Source: an optimization exercise on an open RTL-to-GDS flow (aim: small area, a short achievable clock period and few clock cycles per item). Production flows keep margins and buffers that such runs may drop.
Function not checked in this run: the RTL went through the layout flow alone.
No activity file was given, so power comes from the tool's default toggle rates.

[design.v]
module axi_lite_master #(
    parameter ADDR_WIDTH = 32,    
    parameter DATA_WIDTH = 32     
)(
    input                           aclk,        
    input                           aresetn,     
    input                           wr_req,      
    input [ADDR_WIDTH-1:0]          wr_addr,     
    input [DATA_WIDTH-1:0]          wr_data,     
    input [DATA_WIDTH/8-1:0]        wr_strb,     
    output reg                      wr_done,     
    output reg [1:0]                wr_resp,     
    input                           rd_req,      
    input [ADDR_WIDTH-1:0]          rd_addr,     
    output reg [DATA_WIDTH-1:0]     rd_data,     
    output reg                      rd_done,     
    output reg [1:0]                rd_resp,     
    input                           awready, 	 
    output reg [ADDR_WIDTH-1:0]     awaddr,	     
    output reg                      awvalid,	 
    input                           wready,	     
    output reg [DATA_WIDTH-1:0]     wdata,	     
    output reg [DATA_WIDTH/8-1:0]   wstrb,	     
    output reg                      wvalid,	     
    input [1:0]                     bresp,	     
    input                           bvalid,	     
    output reg                      bready,	     
    input                           arready, 	 
    output reg [ADDR_WIDTH-1:0]     araddr,	     
    output reg                      arvalid,	 
    input [DATA_WIDTH-1:0]          rdata,	     
    input [1:0]                     rresp,	     
    input                           rvalid,	     
    output reg                      rready	     
);
    localparam WR_IDLE = 3'b000;   
    localparam WR_ADDR = 3'b001;   
    localparam WR_DATA = 3'b010;   
    localparam WR_BOTH = 3'b011;   
    localparam WR_RESP = 3'b100;   
    reg [2:0] wr_state;            
    reg [2:0] wr_state_next;       
    localparam RD_IDLE = 2'b00;    
    localparam RD_ADDR = 2'b01;    
    localparam RD_DATA = 2'b10;    
    reg [1:0] rd_state;            
    reg [1:0] rd_state_next;       
    always @(posedge aclk or negedge aresetn) begin
        if (!aresetn)
            wr_state <= WR_IDLE;        
        else
            wr_state <= wr_state_next;  
    end
    always @(*) begin
        wr_state_next = wr_state;       
        case (wr_state)
            WR_IDLE: begin
                if (wr_req)
                    wr_state_next = WR_BOTH;
            end
            WR_BOTH: begin
                if (awready && wready)
                    wr_state_next = WR_RESP;  
                else if (awready)
                    wr_state_next = WR_DATA;  
                else if (wready)
                    wr_state_next = WR_ADDR;  
            end
            WR_ADDR: begin
                if (awready)
                    wr_state_next = WR_RESP;
            end
            WR_DATA: begin
                if (wready)
                    wr_state_next = WR_RESP;
            end
            WR_RESP: begin
                if (bvalid)
                    wr_state_next = WR_IDLE;
            end
            default: wr_state_next = WR_IDLE;  
        endcase
    end
    always @(*) begin
	awvalid = 1'b0; 
     	wvalid  = 1'b0; 
   	bready  = 1'b0; 
        case (wr_state)
	    WR_IDLE: begin
            end
            WR_BOTH: begin
                awvalid = 1'b1;  
                wvalid  = 1'b1;
  		bready  = 1'b1;  
            end
            WR_ADDR: begin
                awvalid = 1'b1;  
		bready  = 1'b1;   
            end
            WR_DATA: begin
                wvalid  = 1'b1;  
		bready  = 1'b1;  
            end
            WR_RESP: begin
           	 bready  = 1'b1; 
            end
            default: begin
                awvalid = 1'b0;
                wvalid  = 1'b0;
                bready  = 1'b0;
            end
        endcase
    end
    always @(posedge aclk or negedge aresetn) begin
        if (!aresetn)
            wr_done <= 1'b0;
        else
            wr_done <= (bvalid && bready);  
    end
    always @(posedge aclk or negedge aresetn) begin
        if (!aresetn) begin
            awaddr <= {ADDR_WIDTH{1'b0}};
            wdata  <= {DATA_WIDTH{1'b0}};
            wstrb  <= {(DATA_WIDTH/8){1'b0}};
        end else if (wr_req && wr_state == WR_IDLE) begin
            awaddr <= wr_addr;  
            wdata  <= wr_data;  
            wstrb  <= wr_strb;  
        end
    end
    always @(posedge aclk or negedge aresetn) begin
        if (!aresetn)
            wr_resp <= 2'b10;
        else if (bvalid && bready)
            wr_resp <= bresp;  
    end
    always @(posedge aclk or negedge aresetn) begin
        if (!aresetn)
            rd_state <= RD_IDLE;
        else
            rd_state <= rd_state_next;
    end
    always @(*) begin
        rd_state_next = rd_state;
        case (rd_state)
            RD_IDLE: begin
                if (rd_req)
                    rd_state_next = RD_ADDR;  
            end
            RD_ADDR: begin
                if (arready)
                    rd_state_next = RD_DATA;  
            end
            RD_DATA: begin
                if (rvalid)
                    rd_state_next = RD_IDLE;  
            end
            default: rd_state_next = RD_IDLE;  
        endcase
    end
    always @(*) begin
        case (rd_state)
            RD_IDLE: begin
                arvalid = 1'b0;  
                rready  = 1'b0;
            end
            RD_ADDR: begin
                arvalid = 1'b1;  
                rready  = 1'b1;  
            end
            RD_DATA: begin
                arvalid = 1'b0;  
                rready  = 1'b1;  
            end
            default: begin
                arvalid = 1'b0;
                rready  = 1'b0;
            end
        endcase
    end
    always @(posedge aclk or negedge aresetn) begin
        if (!aresetn) begin
            rd_done  <= 1'b0;
        end else begin
            rd_done <= (rvalid && rready);
        end
    end
    always @(posedge aclk or negedge aresetn) begin
        if (!aresetn)
            araddr <= {ADDR_WIDTH{1'b0}};
        else if (rd_req && rd_state == RD_IDLE)
            araddr <= rd_addr;  
    end
    always @(posedge aclk or negedge aresetn) begin
        if (!aresetn) begin
            rd_data <= {DATA_WIDTH{1'b0}};
            rd_resp <= 2'b10;
        end else if (rvalid && rready) begin
            rd_data <= rdata;   
            rd_resp <= rresp;   
        end
    end
endmodule
module axi_lite_slave #(
    parameter ADDR_WIDTH = 32,    
    parameter DATA_WIDTH = 32     
)(
    input                           aclk,        
    input                           aresetn,     
    input [ADDR_WIDTH-1:0]          awaddr,      
    input                           awvalid,     
    output reg                      awready,     
    input [DATA_WIDTH-1:0]          wdata,       
    input [DATA_WIDTH/8-1:0]        wstrb,       
    input                           wvalid,      
    output reg                      wready,      
    output reg [1:0]                bresp,       
    output reg                      bvalid,      
    input                           bready,      
    input [ADDR_WIDTH-1:0]          araddr,      
    input                           arvalid,     
    output reg                      arready,     
    output reg [DATA_WIDTH-1:0]     rdata,       
    output reg [1:0]                rresp,       
    output reg                      rvalid,      
    input                           rready,      
    output reg [ADDR_WIDTH-1:0]     user_wr_addr,    
    output reg [DATA_WIDTH-1:0]     user_wr_data,    
    output reg [DATA_WIDTH/8-1:0]   user_wr_strb,    
    output reg                      user_wr_en,      
    input [1:0]                     user_wr_resp,    
    output reg [ADDR_WIDTH-1:0]     user_rd_addr,    
    output reg                      user_rd_en,      
    input [DATA_WIDTH-1:0]          user_rd_data,    
    input [1:0]                     user_rd_resp     
);
    localparam W_IDLE = 2'b00;    
    localparam W_ADDR = 2'b01;    
    localparam W_DATA = 2'b10;    
    localparam W_RESP = 2'b11;    
    reg [1:0] w_state;
    reg [1:0] w_state_next;
    localparam R_IDLE = 2'b00;    
    localparam R_DATA = 2'b10;    
    reg [1:0] r_state;
    reg [1:0] r_state_next;
    reg [1:0] user_rd_resp_int;   
    always @(posedge aclk or negedge aresetn) begin
        if (!aresetn)
            w_state <= W_IDLE;
        else
            w_state <= w_state_next;
    end
    always @(*) begin
        w_state_next = w_state;
        case (w_state)
            W_IDLE: begin
                if (awvalid && wvalid)
                    w_state_next = W_RESP;
                else if (awvalid)
                    w_state_next = W_DATA;
                else if (wvalid)
                    w_state_next = W_ADDR;
            end
            W_ADDR: begin
                if (awvalid)
                    w_state_next = W_RESP;
            end
            W_DATA: begin
                if (wvalid)
                    w_state_next = W_RESP;
            end
            W_RESP: begin
                if (bready)
                    w_state_next = W_IDLE;
            end
            default: w_state_next = W_IDLE;
        endcase
    end
    always @(*) begin
        awready = 1'b0;
        wready  = 1'b0;
        bvalid  = 1'b0;
        bresp   = user_wr_resp;   
        case (w_state)
            W_IDLE: begin
                if (awvalid && wvalid) begin
                    awready = 1'b1;
                    wready  = 1'b1;
                end else if (awvalid) begin
                    awready = 1'b1;
                end else if (wvalid) begin
                    wready  = 1'b1;
                end
            end
            W_ADDR: begin
                if (awvalid)
                    awready = 1'b1;
            end
            W_DATA: begin
                if (wvalid)
                    wready = 1'b1;
            end
            W_RESP: begin
		awready = 1'b0;
      		wready  = 1'b0;
                bvalid = 1'b1;
                bresp  = user_wr_resp;
            end
            default: begin
                awready = 1'b0;
                wready  = 1'b0;
                bvalid  = 1'b0;
                bresp   = 2'b10;
            end
        endcase
    end
    always @(posedge aclk or negedge aresetn) begin
        if (!aresetn) begin
            user_wr_addr <= {ADDR_WIDTH{1'b0}};
            user_wr_data <= {DATA_WIDTH{1'b0}};
            user_wr_strb <= {(DATA_WIDTH/8){1'b0}};
        end else begin
            if (awvalid && awready)
                user_wr_addr <= awaddr;  
            if (wvalid && wready) begin
                user_wr_data <= wdata;   
                user_wr_strb <= wstrb;   
            end
        end
    end
    always @(posedge aclk or negedge aresetn) begin
        if (!aresetn)
            user_wr_en <= 1'b0;
        else
            user_wr_en <= ((w_state == W_IDLE && awvalid && wvalid) ||
                           (w_state == W_ADDR && awvalid) ||
                           (w_state == W_DATA && wvalid));
    end
    always @(posedge aclk or negedge aresetn) begin
        if (!aresetn)
            r_state <= R_IDLE;
        else
            r_state <= r_state_next;
    end
    always @(*) begin
        r_state_next = r_state;
        case (r_state)
            R_IDLE: begin
                if (arvalid)
                    r_state_next = R_DATA;
            end
            R_DATA: begin
                if (rready && rvalid)
                    r_state_next = R_IDLE;
            end
            default: r_state_next = R_IDLE;
        endcase
    end
    always @(*) begin
        case (r_state)
            R_IDLE: begin
                arready = 1'b1;    
                rvalid  = 1'b0;    
                rresp   = 2'b10;   
            end
            R_DATA: begin
                arready = 1'b0;    
                if (user_rd_resp_int == 2'b00) begin
                    rvalid = 1'b1;
                    rresp  = user_rd_resp_int;
                end else begin
                    rvalid = 1'b0;  
                    rresp  = 2'b10;
                end
            end
            default: begin
                arready = 1'b0;
                rvalid  = 1'b0;
                rresp   = 2'b10;
            end
        endcase
    end
    always @(posedge aclk or negedge aresetn) begin
        if (!aresetn)
            user_rd_addr <= {ADDR_WIDTH{1'b0}};
        else if (arvalid && arready)
            user_rd_addr <= araddr;
    end
    always @(posedge aclk or negedge aresetn) begin
        if (!aresetn)
            user_rd_en <= 1'b0;
        else
            user_rd_en <= (arvalid && arready);
    end
    always @(posedge aclk or negedge aresetn) begin
        if (!aresetn)
            rdata <= {DATA_WIDTH{1'b0}};
        else 
            rdata <= user_rd_data;  
    end
    always @(posedge aclk or negedge aresetn) begin
        if (!aresetn)
            user_rd_resp_int <= 2'b10;
        else
            user_rd_resp_int <= user_rd_resp;  
    end
endmodule
module register_file #(
    parameter ADDR_WIDTH = 32,
    parameter DATA_WIDTH = 32,
    parameter NUM_REGS   = 16
)(
    input                       clk,
    input                       rst_n,
    input   [ADDR_WIDTH-1:0]    wr_addr,
    input                       wr_en,
    input   [DATA_WIDTH-1:0]    wr_data,
    input   [DATA_WIDTH/8-1:0]  wr_strb,
    output  [1:0]           wr_resp,
    input   [ADDR_WIDTH-1:0]    rd_addr,
    input                       rd_en,
    output  reg [DATA_WIDTH-1:0] rd_data,
    output  reg [1:0]           rd_resp
);
    reg [DATA_WIDTH-1:0] regs [0:NUM_REGS-1];
    integer i;
    always @(posedge clk or negedge rst_n) begin
        if (!rst_n) begin
            for (i = 0; i < NUM_REGS; i = i + 1)
                regs[i] <= {DATA_WIDTH{1'b0}};
        end else begin
            if (wr_en) begin
                if (wr_strb[0]) regs[wr_addr[5:2]][ 7: 0] <= wr_data[ 7: 0];
                if (wr_strb[1]) regs[wr_addr[5:2]][15: 8] <= wr_data[15: 8];
                if (wr_strb[2]) regs[wr_addr[5:2]][23:16] <= wr_data[23:16];
                if (wr_strb[3]) regs[wr_addr[5:2]][31:24] <= wr_data[31:24];
            end
        end
    end
    assign wr_resp = wr_en ? 2'b00 : 2'b10;
    always @(*) begin
        if (rd_en) begin
            rd_data = regs[rd_addr[5:2]];
            rd_resp = 2'b00;   
        end else begin
            rd_data = {DATA_WIDTH{1'b0}};
            rd_resp = 2'b10;
        end
    end
endmodule
module axi_system_top #
(
    parameter ADDR_WIDTH = 32,
    parameter DATA_WIDTH = 32,
    parameter NUM_REGS   = 16
)
(
    input                       aclk,
    input                       aresetn,
    input                       m_wr_req,
    input   [ADDR_WIDTH-1:0]    m_wr_addr,
    input   [DATA_WIDTH-1:0]    m_wr_data,
    input   [DATA_WIDTH/8-1:0]  m_wr_strb,
    output                      m_wr_done,
    output  [1:0]               m_wr_resp,
    input                       m_rd_req,
    input   [ADDR_WIDTH-1:0]    m_rd_addr,
    output  [DATA_WIDTH-1:0]    m_rd_data,
    output                      m_rd_done,
    output  [1:0]               m_rd_resp
);
wire [ADDR_WIDTH-1:0] awaddr;
wire                  awvalid;
wire                  awready;
wire [DATA_WIDTH-1:0] wdata;
wire [DATA_WIDTH/8-1:0] wstrb;
wire                  wvalid;
wire                  wready;
wire [1:0]            bresp;
wire                  bvalid;
wire                  bready;
wire [ADDR_WIDTH-1:0] araddr;
wire                  arvalid;
wire                  arready;
wire [DATA_WIDTH-1:0] rdata_axi;
wire [1:0]            rresp_axi;
wire                  rvalid;
wire                  rready;
wire [ADDR_WIDTH-1:0]     user_wr_addr;
wire [DATA_WIDTH-1:0]     user_wr_data;
wire [DATA_WIDTH/8-1:0]   user_wr_strb;
wire                      user_wr_en;
wire [1:0]                user_wr_resp;
wire [ADDR_WIDTH-1:0]     user_rd_addr;
wire                      user_rd_en;
wire [DATA_WIDTH-1:0]     user_rd_data;
wire [1:0]                user_rd_resp;
axi_lite_master #(
    .ADDR_WIDTH(ADDR_WIDTH),
    .DATA_WIDTH(DATA_WIDTH)
) u_axi_master (
    .aclk      (aclk),
    .aresetn   (aresetn),
    .wr_req    (m_wr_req),
    .wr_addr   (m_wr_addr),
    .wr_data   (m_wr_data),
    .wr_strb   (m_wr_strb),
    .wr_done   (m_wr_done),
    .wr_resp   (m_wr_resp),
    .rd_req    (m_rd_req),
    .rd_addr   (m_rd_addr),
    .rd_data   (m_rd_data),
    .rd_done   (m_rd_done),
    .rd_resp   (m_rd_resp),
    .awready   (awready),
    .awaddr    (awaddr),
    .awvalid   (awvalid),
    .wready    (wready),
    .wdata     (wdata),
    .wstrb     (wstrb),
    .wvalid    (wvalid),
    .bresp     (bresp),
    .bvalid    (bvalid),
    .bready    (bready),
    .arready   (arready),
    .araddr    (araddr),
    .arvalid   (arvalid),
    .rdata     (rdata_axi),
    .rresp     (rresp_axi),
    .rvalid    (rvalid),
    .rready    (rready)
);
axi_lite_slave #(
    .ADDR_WIDTH(ADDR_WIDTH),
    .DATA_WIDTH(DATA_WIDTH)
) u_axi_slave (
    .aclk        (aclk),
    .aresetn     (aresetn),
    .awaddr      (awaddr),
    .awvalid     (awvalid),
    .awready     (awready),
    .wdata       (wdata),
    .wstrb       (wstrb),
    .wvalid      (wvalid),
    .wready      (wready),
    .bresp       (bresp),
    .bvalid      (bvalid),
    .bready      (bready),
    .araddr      (araddr),
    .arvalid     (arvalid),
    .arready     (arready),
    .rdata       (rdata_axi),
    .rresp       (rresp_axi),
    .rvalid      (rvalid),
    .rready      (rready),
    .user_wr_addr(user_wr_addr),
    .user_wr_data(user_wr_data),
    .user_wr_strb(user_wr_strb),
    .user_wr_en  (user_wr_en),
    .user_wr_resp(user_wr_resp),
    .user_rd_addr(user_rd_addr),
    .user_rd_en  (user_rd_en),
    .user_rd_data(user_rd_data),
    .user_rd_resp(user_rd_resp)
);
register_file #(
    .ADDR_WIDTH (ADDR_WIDTH),
    .DATA_WIDTH (DATA_WIDTH),
    .NUM_REGS   (NUM_REGS)
) u_reg_file (
    .clk      (aclk),
    .rst_n    (aresetn),
    .wr_addr  (user_wr_addr), 
    .wr_data  (user_wr_data),
    .wr_strb  (user_wr_strb),
    .wr_en    (user_wr_en),
    .wr_resp  (user_wr_resp),
    .rd_addr  (user_rd_addr),  
    .rd_en    (user_rd_en),
    .rd_data  (user_rd_data),
    .rd_resp  (user_rd_resp)
);
endmodule
[run.sh]
#!/bin/bash
# synth_recipe.tcl (not shown) runs the flow's synth.tcl, then flattens the netlist and writes it again
# the make line also repeats each setting of config.mk as NAME=value (left out here)
make -C /OpenROAD-flow-scripts/flow DESIGN_CONFIG=/design/flow/config.mk WORK_HOME=/design/flow/orfs CLKGATE_MAP_FILE= SYNTH_SCRIPT=/design/flow/synth_recipe.tcl finish
[config.mk]
export PLATFORM = sky130hd
export DESIGN_NAME = axi_system_top
export DESIGN_NICKNAME = axi_system_top
export VERILOG_FILES = /design/flow/design.v
export SDC_FILE = /design/flow/constraint.sdc
export NUM_CORES = 4
export LEC_CHECK = 0
export CAP_MARGIN = 20
export CORE_MARGIN = 2
export CORE_UTILIZATION = 40
export SLEW_MARGIN = 20
[constraint.sdc]
create_clock -name core_clock -period 4.0 [get_ports {aclk}]
set_input_delay 0.8000 -clock core_clock [delete_from_list [all_inputs] [get_ports {aclk}]]
set_output_delay 0.8000 -clock core_clock [all_outputs]
set_load 0.01 [all_outputs]
==> impl_metrics.ini <==
[power_and_ir_drop]
p_seq_share_pct = 39.2
swShare_pct = 34.8
vdd_drop_max_v = 0.000448
p_sw_mw = 6.49
p_leak_nw = 16.3
p_int_mw = 12.2
p_clk_share_pct = 36.6
powerDensity_mw_per_mm2 = 542
combPwrFrac_pct = 24.2

[grt]
met3_usage_pct = 6.03
use_met1_pct = 34.2
grt_usage_pct = 24.8
grt_util_met2_pct = 37.0
antenna_found_initial = 1
grt_pass1_vias = 20800
grt-busiest-layer = met2
globalRoute.totalOverflow = 0
grt_max_degree = 84
grt_pass1_wl_um = 141000

[timing]
clock.fmax_mhz = 312
slew_headroom_pct = 21.2
worst_pin_slew_ns = 1.18
drv_slew = 0
finalSetupTns_ns = 0
finalCritPeriodShare_pct = 80.2
setup_viol = 0
finalWorstSetupSlack_ns = 0.794
period_minus_slack_ns = 3.21
grt_setup_unrepaired = false
finClkSkew_ns = 0.0389
finalHoldViolCount = 0

[synthesis]
synth-main-ff-cell = dfrtp_1
synth_top_cells_by_area = dfrtp_1 57%, mux2_2 22%, nand2_1 2.6%
yosys.area.top_type = dfrtp_1
async_reset_ff_share_pct = 100
synth_edf_count = 0
ys_types = 64
ys_seq_area_share_pct = 56.8
synth_top_area_share_pct = 56.5
syn_area_per_cell_um2 = 13.0
netlist_instances = 2302
ys_warn_count = 4
yosys_register_bits = 679
syn_area_mm2 = 0.0299

[drt]
vias = 20300
post_drt_wl_per_cell_um = 27.9
drt-initial-drc-count = 1838
final_antenna_net_count = 0
avgViaCountPerCell = 5.94
dr.pass1.iters = 5
wl_um = 95400
drc = 0

[cts]
clock_latency_ns = 0.65
hold_buffers = 0
cts-buffers-inserted = 73
postCtsSetupBuffers = 0
cts_tree = yes
cts_resized = 0
cts_root_buffer = clkbuf_16
h-tree-depth = 3
cts_num_sinks = 679
cts_buffer_depth = 3
path_clk_slew_ns = 0.06

[setup_path]
cp_top_family = compound AO/OA/AOI/OAI gates
cp_slowest_cell = a2111oi_1
cpMostUsedCell = buf_4
r2r_cells = 7
crit_type = reg2reg
end_kind = register
reg2reg_slack_ns = 0.79
start_kind = register
worstSetupPathDepth = 7
path_cells = buf_4 -> nand2b_1 -> a221oi_1 -> nor4_1 -> a2111oi_1 -> buf_4 -> nor2_1
required_ns = 4.51
cp_num_buf_inv = 2
max_stage_delay_ns = 0.81
path_max_fanout = 26
arrival_ns = 3.72

[die]
coreArea_mm2 = 0.0742
fp.dieH_um = 278
rows = 100
initial_core_util_pct = 40.3
ios = 142
dieArea_mm2 = 0.0770
die_width_um = 278

[cells_and_area]
drive_gt1_share_pct = 33.9
post-route-util_pct = 46.4
final_nets = 2508
final_cell_count_no_fill = 3423
multi_input_area_mm2 = 0.0122
antenna_cells = 0
nFillCells = 6598
areaGrowthSynthToFinish_pct = 15.1
regArea_mm2 = 0.0170

[placement]
hpwl_um = 61800
placed_cells = 3289
io_buffers = 83
place_ws_ns = 0.988
gp_congestion = 0.887

[job]
max-cap-violations = 0

[worst_hold_path]
hold_class = in2async

[run_status]
status = complete, no violations
## final timing paths
kind	from	to
worst max-delay path	u_axi_slave.user_rd_addr[4]	u_axi_slave.rdata[0]
worst min-delay path	aresetn	u_reg_file.regs[13][6]
worst max register to register	u_axi_slave.user_rd_addr[4]	u_axi_slave.rdata[0]
worst min register to register	u_axi_slave.rdata[6]	u_axi_master.rd_data[6]
max in group asynchronous	aresetn	u_reg_file.regs[11][15]
min in group core_clock	u_axi_slave.rdata[6]	u_axi_master.rd_data[6]
## placed cells by master (no fill, tap or decap), types with 4 or more instances in the layout
cell type / n
nand4_1: 5
a31oi_1: 21
clkbuf_8: 28
clkinv_2: 7
nor3_1: 13
nor2b_1: 12
nand3_1: 29
nor3_2: 4
nor2_2: 4
o21ai_0: 78
mux2i_1: 68
dfrtp_2: 4
a211oi_1: 8
nor2_4: 15
and2_1: 9
or2_2: 8
inv_1: 16
a22oi_1: 60
ha_1: 9
a21oi_1: 65
dfrtp_1: 671
nand2b_1: 13
clkbuf_16: 74
clkbuf_1: 17
buf_4: 72
o32ai_1: 7
o22ai_1: 39
nand2_1: 209
a32oi_1: 10
a22o_1: 23
buf_12: 7
and3_1: 5
inv_6: 4
a221oi_1: 21
mux2_2: 578
a32o_1: 10
nor2_1: 53
mux2_1: 32
clkdlybuf4s50_1: 82
## flip-flops by register name, summed over array words and instances, names as in the netlist, 2 cells and up
register,count
u_axi_slave.w_state,2
u_axi_master.wdata,32
u_axi_master.awaddr,4
u_axi_slave.user_rd_addr,4
u_axi_master.wr_state,3
u_axi_slave.user_wr_data,32
u_axi_slave.user_wr_strb,4
u_axi_master.rd_state,2
u_axi_master.wstrb,4
u_axi_master.rd_data,32
u_axi_slave.rdata,32
u_axi_master.araddr,4
u_axi_slave.user_wr_addr,4
u_reg_file.regs,512
## layout make-up
class	instances	share of cell area [%]
Clock buffer	119	6.68
Inverter	17	0.185
Sequential cell	679	49.4
Timing Repair Buffer	162	4.40
Tap cell	969	3.52
Multi-Input combinational cell	1462	35.4
Clock inverter	15	0.422
## kinds of logic after synthesis
| family | Yosys count | share of synthesized area, % |
|---|---|---|
| compound gates | 373 | 8.44 |
| mux | 681 | 25.4 |
| other cells | 1 | 0.0125 |
| flops | 679 | 56.8 |
| simple gates | 397 | 6.36 |
| buf+inv | 162 | 2.61 |
| fa+ha+maj | 9 | 0.376 |
## worst reg2reg max path: cells and delay by family (launching register included)
| kind | cells | cell delay [ns] |
|---|---|---|
| compound gates | 2 | 1.14 |
| buf+inv | 2 | 0.69 |
| simple gates | 3 | 0.50 |
| flops | 1 | 0.74 |
## through the flow
step / area, um2 / hold slack, ns / total power [mW]
after floorplan: 29900 / 0.414 / 9.35
after global placement: 32000 / 0.430 / 11.8
after detailed placement: 32000 / 0.426 / 11.8
after CTS: 34400 / 0.195 / 18.6
after global routing: 34400 / 0.220 / 19.2
final: 34400 / 0.187 / 18.7
## power by group through the flow
stage                     Clock [mW]  Sequential (mW)  Combinational (mW)
after floorplan                    0             7.16                2.19
after global placement             0             7.41                4.36
after detailed placement           0             7.42                4.37
after CTS                       6.94             7.30                4.39
after global routing            7.24             7.32                4.59
final                           6.83             7.32                4.51
## layer usage
layer | wire length [um] | vias up
li1 | - | 8574
met1 | 40700 | 10600
met2 | 41600 | 934
met3 | 8360 | 243
met4 | 4700 | 2
met5 | 13 | -
## cells in the mapped netlist, types with 7 or more instances
library cell	instances
nand3_1	29
and2_1	9
inv_1	16
a22o_1	23
buf_4	17
a31oi_1	21
or2_2	8
a21oi_1	65
o21ai_0	78
o32ai_1	7
nor2_4	14
nor2b_1	15
dfrtp_1	676
mux2_1	32
a32oi_1	10
nor2_1	54
buf_2	57
a211oi_1	8
a32o_1	10
a22oi_1	60
clkbuf_1	65
mux2_2	578
nor3_1	13
nand2b_1	13
nand2_1	209
mux2i_1	68
ha_1	9
o22ai_1	39
a221oi_1	21

## separate check: timing with driven ports
Ports are ideal in the flow. The routed layout listed here was re-timed in OpenROAD. Step 1 assumes that a clkbuf_16 drives the clock port and a buf_2 every other input. Step 2 adds t to the input delays and takes it off the output delays; t is the mean of the earliest and latest rising clock arrival at the registers after step 1. Input paths then give back, and output paths get back, about the clock's delay inside the block. a / b / c = no drivers / after step 1 / after step 2; a / b = the first two.
t (ns): 0.696
setup slack, ns: 0.794 / 0.794 / 0.794
hold slack, ns: 0.187 / 0.174 / 0.438
After both steps this run still meets setup and hold. The setup slack of this run moves by 0.000 ns with the drivers and by 0.000 ns with both steps.
